This is an optimization exercise on Yosys and OpenROAD, whose aim is a short achievable clock period and few clock cycles, not a production implementation.
In this exercise RTL edits were held to simulation tests only and were not proved equivalent to the original.

Design PMIPSL0, start of the top module:
module PMIPSL0(
	imemaddr,	 
	dmemaddr,	 
	dmemwdata,	 
	dmemwrite,	 
	dmemread,	 
	clock,
	imemrdata,	 
	dmemrdata,	 
	reset		 
	);
output [15:0] imemaddr;
output [15:0] dmemaddr;
output [15:0] dmemwdata;
output dmemwrite;
output dmemread;
input [16:0] imemrdata;
input [15:0] dmemrdata;
input clock;
input reset;
parameter NB = 2;	 
localparam NBW = 1;	 
integer i;
function [15:0] ksadd;
	input [15:0] a;
	input [15:0] b;
	input cin;
	reg [15:0] g, p, gg, pp, g2, p2;
	integer k, d;
	begin
		g = a & b;
		p = a ^ b;
		gg = g;
		pp = p;
		gg[0] = g[0] | (p[0] & cin);
		for (d = 1; d < 16; d = d * 2) begin
			g2 = gg;
			p2 = pp;
			for (k = d; k < 16; k = k + 1) begin
				g2[k] = gg[k] | (pp[k] & gg[k-d]);
				p2[k] = pp[k] & pp[k-d];
			end
			gg = g2;
			pp = p2;
		end
		ksadd = p ^ {gg[14:0], cin};
	end
endfunction
function [15:1] inc15;
	input [15:1] a;
	reg [15:1] c;
	integer k;
	begin
		c[1] = 1'b1;
		for (k = 2; k < 16; k = k + 1) c[k] = c[k-1] & a[k-1];
		inc15 = a ^ c;
	end
endfunction
function [8:0] ksadd8;
	input [7:0] a;
	input [7:0] b;
	reg [7:0] g, p, gg, pp, g2, p2;
	integer k, d;
	begin
		g = a & b;
		p = a ^ b;
		gg = g;
		pp = p;
		for (d = 1; d < 8; d = d * 2) begin
			g2 = gg;
			p2 = pp;
			for (k = d; k < 8; k = k + 1) begin
				g2[k] = gg[k] | (pp[k] & gg[k-d]);
				p2[k] = pp[k] & pp[k-d];
			end
			gg = g2;
			pp = p2;
		end
  ...
Settings: LEC_CHECK=0, ABC_CLOCK_PERIOD_IN_PS=2000, CAP_MARGIN=20, CORE_MARGIN=2, CORE_UTILIZATION=40, PLACE_DENSITY=0.6, SLEW_MARGIN=20, TNS_END_PERCENT=100; clock period 8.0 ns.
standard.sh (not shown) runs the stock make flow with config.mk's settings and CLKGATE_MAP_FILE= SYNTH_SCRIPT=/design/flow/synth_recipe.tcl, a recipe that flattens the netlist after the stock synthesis.
==> flow/flow/run.sh <==
#!/bin/bash
# Standard ORFS layout (the standard.sh) with two changes to how it is
# made, none to the constraints (the SDC is the standard flow's, unchanged):
#  - timing repair aims below the real clock period (a larger setup margin);
#  - slow wide OR/NOR cells, and the adder and majority cells, are added to
#    the platform's don't-use list, so synthesis and repair build that logic
#    (adders included) from faster gates.
set -euo pipefail
PLATFORM_DONT_USE="sky130_fd_sc_hd__probe_p_8 sky130_fd_sc_hd__probec_p_8
 sky130_fd_sc_hd__lpflow_bleeder_1
 sky130_fd_sc_hd__lpflow_clkbufkapwr_1 sky130_fd_sc_hd__lpflow_clkbufkapwr_16
 sky130_fd_sc_hd__lpflow_clkbufkapwr_2 sky130_fd_sc_hd__lpflow_clkbufkapwr_4
 sky130_fd_sc_hd__lpflow_clkbufkapwr_8
 sky130_fd_sc_hd__lpflow_clkinvkapwr_1 sky130_fd_sc_hd__lpflow_clkinvkapwr_16
 sky130_fd_sc_hd__lpflow_clkinvkapwr_2 sky130_fd_sc_hd__lpflow_clkinvkapwr_4
 sky130_fd_sc_hd__lpflow_clkinvkapwr_8
 sky130_fd_sc_hd__lpflow_decapkapwr_12 sky130_fd_sc_hd__lpflow_decapkapwr_3
 sky130_fd_sc_hd__lpflow_decapkapwr_4 sky130_fd_sc_hd__lpflow_decapkapwr_6
 sky130_fd_sc_hd__lpflow_decapkapwr_8
 sky130_fd_sc_hd__lpflow_inputiso0n_1 sky130_fd_sc_hd__lpflow_inputiso0p_1
 sky130_fd_sc_hd__lpflow_inputiso1n_1 sky130_fd_sc_hd__lpflow_inputiso1p_1
 sky130_fd_sc_hd__lpflow_inputisolatch_1
 sky130_fd_sc_hd__lpflow_isobufsrc_1 sky130_fd_sc_hd__lpflow_isobufsrc_16
 sky130_fd_sc_hd__lpflow_isobufsrc_2 sky130_fd_sc_hd__lpflow_isobufsrc_4
 sky130_fd_sc_hd__lpflow_isobufsrc_8 sky130_fd_sc_hd__lpflow_isobufsrckapwr_16
 sky130_fd_sc_hd__lpflow_lsbuf_lh_hl_isowell_tap_1
 sky130_fd_sc_hd__lpflow_lsbuf_lh_hl_isowell_tap_2
 sky130_fd_sc_hd__lpflow_lsbuf_lh_hl_isowell_tap_4
 sky130_fd_sc_hd__lpflow_lsbuf_lh_isowell_4
 sky130_fd_sc_hd__lpflow_lsbuf_lh_isowell_tap_1
 sky130_fd_sc_hd__lpflow_lsbuf_lh_isowell_tap_2
 sky130_fd_sc_hd__lpflow_lsbuf_lh_isowell_tap_4"
SLOW="sky130_fd_sc_hd__or4_1 sky130_fd_sc_hd__or4_2 sky130_fd_sc_hd__or4_4
 sky130_fd_sc_hd__or4b_1 sky130_fd_sc_hd__or4b_2 sky130_fd_sc_hd__or4b_4
 sky130_fd_sc_hd__or4bb_1 sky130_fd_sc_hd__or4bb_2 sky130_fd_sc_hd__or4bb_4
 sky130_fd_sc_hd__nor4_1 sky130_fd_sc_hd__nor4_2 sky130_fd_sc_hd__nor4_4
 sky130_fd_sc_hd__nor4b_1 sky130_fd_sc_hd__nor4b_2 sky130_fd_sc_hd__nor4b_4
 sky130_fd_sc_hd__nor4bb_1 sky130_fd_sc_hd__nor4bb_2 sky130_fd_sc_hd__nor4bb_4
 sky130_fd_sc_hd__o41a_1 sky130_fd_sc_hd__o41a_2 sky130_fd_sc_hd__o41a_4
 sky130_fd_sc_hd__o41ai_1 sky130_fd_sc_hd__o41ai_2 sky130_fd_sc_hd__o41ai_4
 sky130_fd_sc_hd__fa_1 sky130_fd_sc_hd__fa_2 sky130_fd_sc_hd__fa_4
 sky130_fd_sc_hd__ha_1 sky130_fd_sc_hd__ha_2 sky130_fd_sc_hd__ha_4
 sky130_fd_sc_hd__maj3_1 sky130_fd_sc_hd__maj3_2 sky130_fd_sc_hd__maj3_4"
DONT_USE=$(echo $PLATFORM_DONT_USE $SLOW)
bash standard.sh SETUP_SLACK_MARGIN=5.4 TNS_END_PERCENT=100 \
  "DONT_USE_CELLS=$DONT_USE" finish > standard_flow.log 2>&1
Testbench counts at the start, summed over its fixed seeds: cycles 110,368.
Next try:
--- a/flow/flow/run.sh
+++ b/flow/flow/run.sh
@@ -3,7 +3,6 @@
 # made, none to the constraints (the SDC is the standard flow's, unchanged):
 #  - timing repair aims below the real clock period (a larger setup margin);
-#  - slow wide OR/NOR cells, and the adder and majority cells, are added to
-#    the platform's don't-use list, so synthesis and repair build that logic
-#    (adders included) from faster gates.
+#  - slow wide OR/NOR cells are added to the platform's don't-use list, so
+#    synthesis and repair build that logic from faster cells.
 set -euo pipefail
 PLATFORM_DONT_USE="sky130_fd_sc_hd__probe_p_8 sky130_fd_sc_hd__probec_p_8
@@ -38,9 +37,6 @@
  sky130_fd_sc_hd__nor4bb_1 sky130_fd_sc_hd__nor4bb_2 sky130_fd_sc_hd__nor4bb_4
  sky130_fd_sc_hd__o41a_1 sky130_fd_sc_hd__o41a_2 sky130_fd_sc_hd__o41a_4
- sky130_fd_sc_hd__o41ai_1 sky130_fd_sc_hd__o41ai_2 sky130_fd_sc_hd__o41ai_4
- sky130_fd_sc_hd__fa_1 sky130_fd_sc_hd__fa_2 sky130_fd_sc_hd__fa_4
- sky130_fd_sc_hd__ha_1 sky130_fd_sc_hd__ha_2 sky130_fd_sc_hd__ha_4
- sky130_fd_sc_hd__maj3_1 sky130_fd_sc_hd__maj3_2 sky130_fd_sc_hd__maj3_4"
+ sky130_fd_sc_hd__o41ai_1 sky130_fd_sc_hd__o41ai_2 sky130_fd_sc_hd__o41ai_4"
 DONT_USE=$(echo $PLATFORM_DONT_USE $SLOW)
-bash standard.sh SETUP_SLACK_MARGIN=5.4 TNS_END_PERCENT=100 \
+bash standard.sh SETUP_SLACK_MARGIN=5.6 TNS_END_PERCENT=100 \
   "DONT_USE_CELLS=$DONT_USE" finish > standard_flow.log 2>&1
What happened:
- The new run went through all stages and came out clean
- global-route usage increases by 0.20 points
- fmax decreases by a few percent
- final cell count decreases slightly
- clock skew stays flat
- worst hold slack barely changes
- cell area increases by a few percent
- sequential cell count stays the same
- via count decreases by a few percent
- wire length decreases slightly
- clock-buffer cell count decreases by 4
Next try:
--- a/flow/flow/run.sh
+++ b/flow/flow/run.sh
@@ -3,6 +3,7 @@
 # made, none to the constraints (the SDC is the standard flow's, unchanged):
 #  - timing repair aims below the real clock period (a larger setup margin);
-#  - slow wide OR/NOR cells are added to the platform's don't-use list, so
-#    synthesis and repair build that logic from faster cells.
+#  - slow wide OR/NOR cells, and the adder and majority cells, are added to
+#    the platform's don't-use list, so synthesis and repair build that logic
+#    (adders included) from faster gates.
 set -euo pipefail
 PLATFORM_DONT_USE="sky130_fd_sc_hd__probe_p_8 sky130_fd_sc_hd__probec_p_8
@@ -37,5 +38,8 @@
  sky130_fd_sc_hd__nor4bb_1 sky130_fd_sc_hd__nor4bb_2 sky130_fd_sc_hd__nor4bb_4
  sky130_fd_sc_hd__o41a_1 sky130_fd_sc_hd__o41a_2 sky130_fd_sc_hd__o41a_4
- sky130_fd_sc_hd__o41ai_1 sky130_fd_sc_hd__o41ai_2 sky130_fd_sc_hd__o41ai_4"
+ sky130_fd_sc_hd__o41ai_1 sky130_fd_sc_hd__o41ai_2 sky130_fd_sc_hd__o41ai_4
+ sky130_fd_sc_hd__fa_1 sky130_fd_sc_hd__fa_2 sky130_fd_sc_hd__fa_4
+ sky130_fd_sc_hd__ha_1 sky130_fd_sc_hd__ha_2 sky130_fd_sc_hd__ha_4
+ sky130_fd_sc_hd__maj3_1 sky130_fd_sc_hd__maj3_2 sky130_fd_sc_hd__maj3_4"
 DONT_USE=$(echo $PLATFORM_DONT_USE $SLOW)
 bash standard.sh SETUP_SLACK_MARGIN=5.6 TNS_END_PERCENT=100 \
=>
- non-clock buffer count grows by 51
- clock skew shrinks by 0.0094 ns
- global-route usage grows by 0.80 points

[separate check: timing with driven ports]
No port has a modelled driver above. Below, the same layouts with a new extraction and two added sets of constraints. Step 1 (the two cells are an assumption about what drives the block):
set clk [get_ports {clock}]
set_driving_cell -lib_cell sky130_fd_sc_hd__clkbuf_16 $clk
set_driving_cell -lib_cell sky130_fd_sc_hd__buf_2 [delete_from_list [all_inputs] $clk]
Step 2 times the ports against the registers' clock, not the clock port: input delays grow and output delays shrink by t, the midpoint of the rising clock arrivals with the driver on. a / b / c = ideal / step 1 / step 2; a / b = the first two.
run | t (ns) | setup slack, ns | worst setup path at the end | slew at the worst register clock pin (ns) | worst data-port slew with drivers (ns)
the first run | 0.634 | 5.345 / 5.290 / 4.778 | input to register | 0.07 / 0.07 | 0.04
the second run | 0.630 | 5.187 / 5.187 / 4.654 | input to register | 0.06 / 0.06 | 0.05
the third run | 0.631 | 5.318 / 5.283 / 4.711 | input to register | 0.07 / 0.07 | 0.06
After both steps every run listed still meets setup and hold. The setup slack of the third run, which loses most, moves by -0.035 ns with the drivers and by -0.607 ns with both steps.
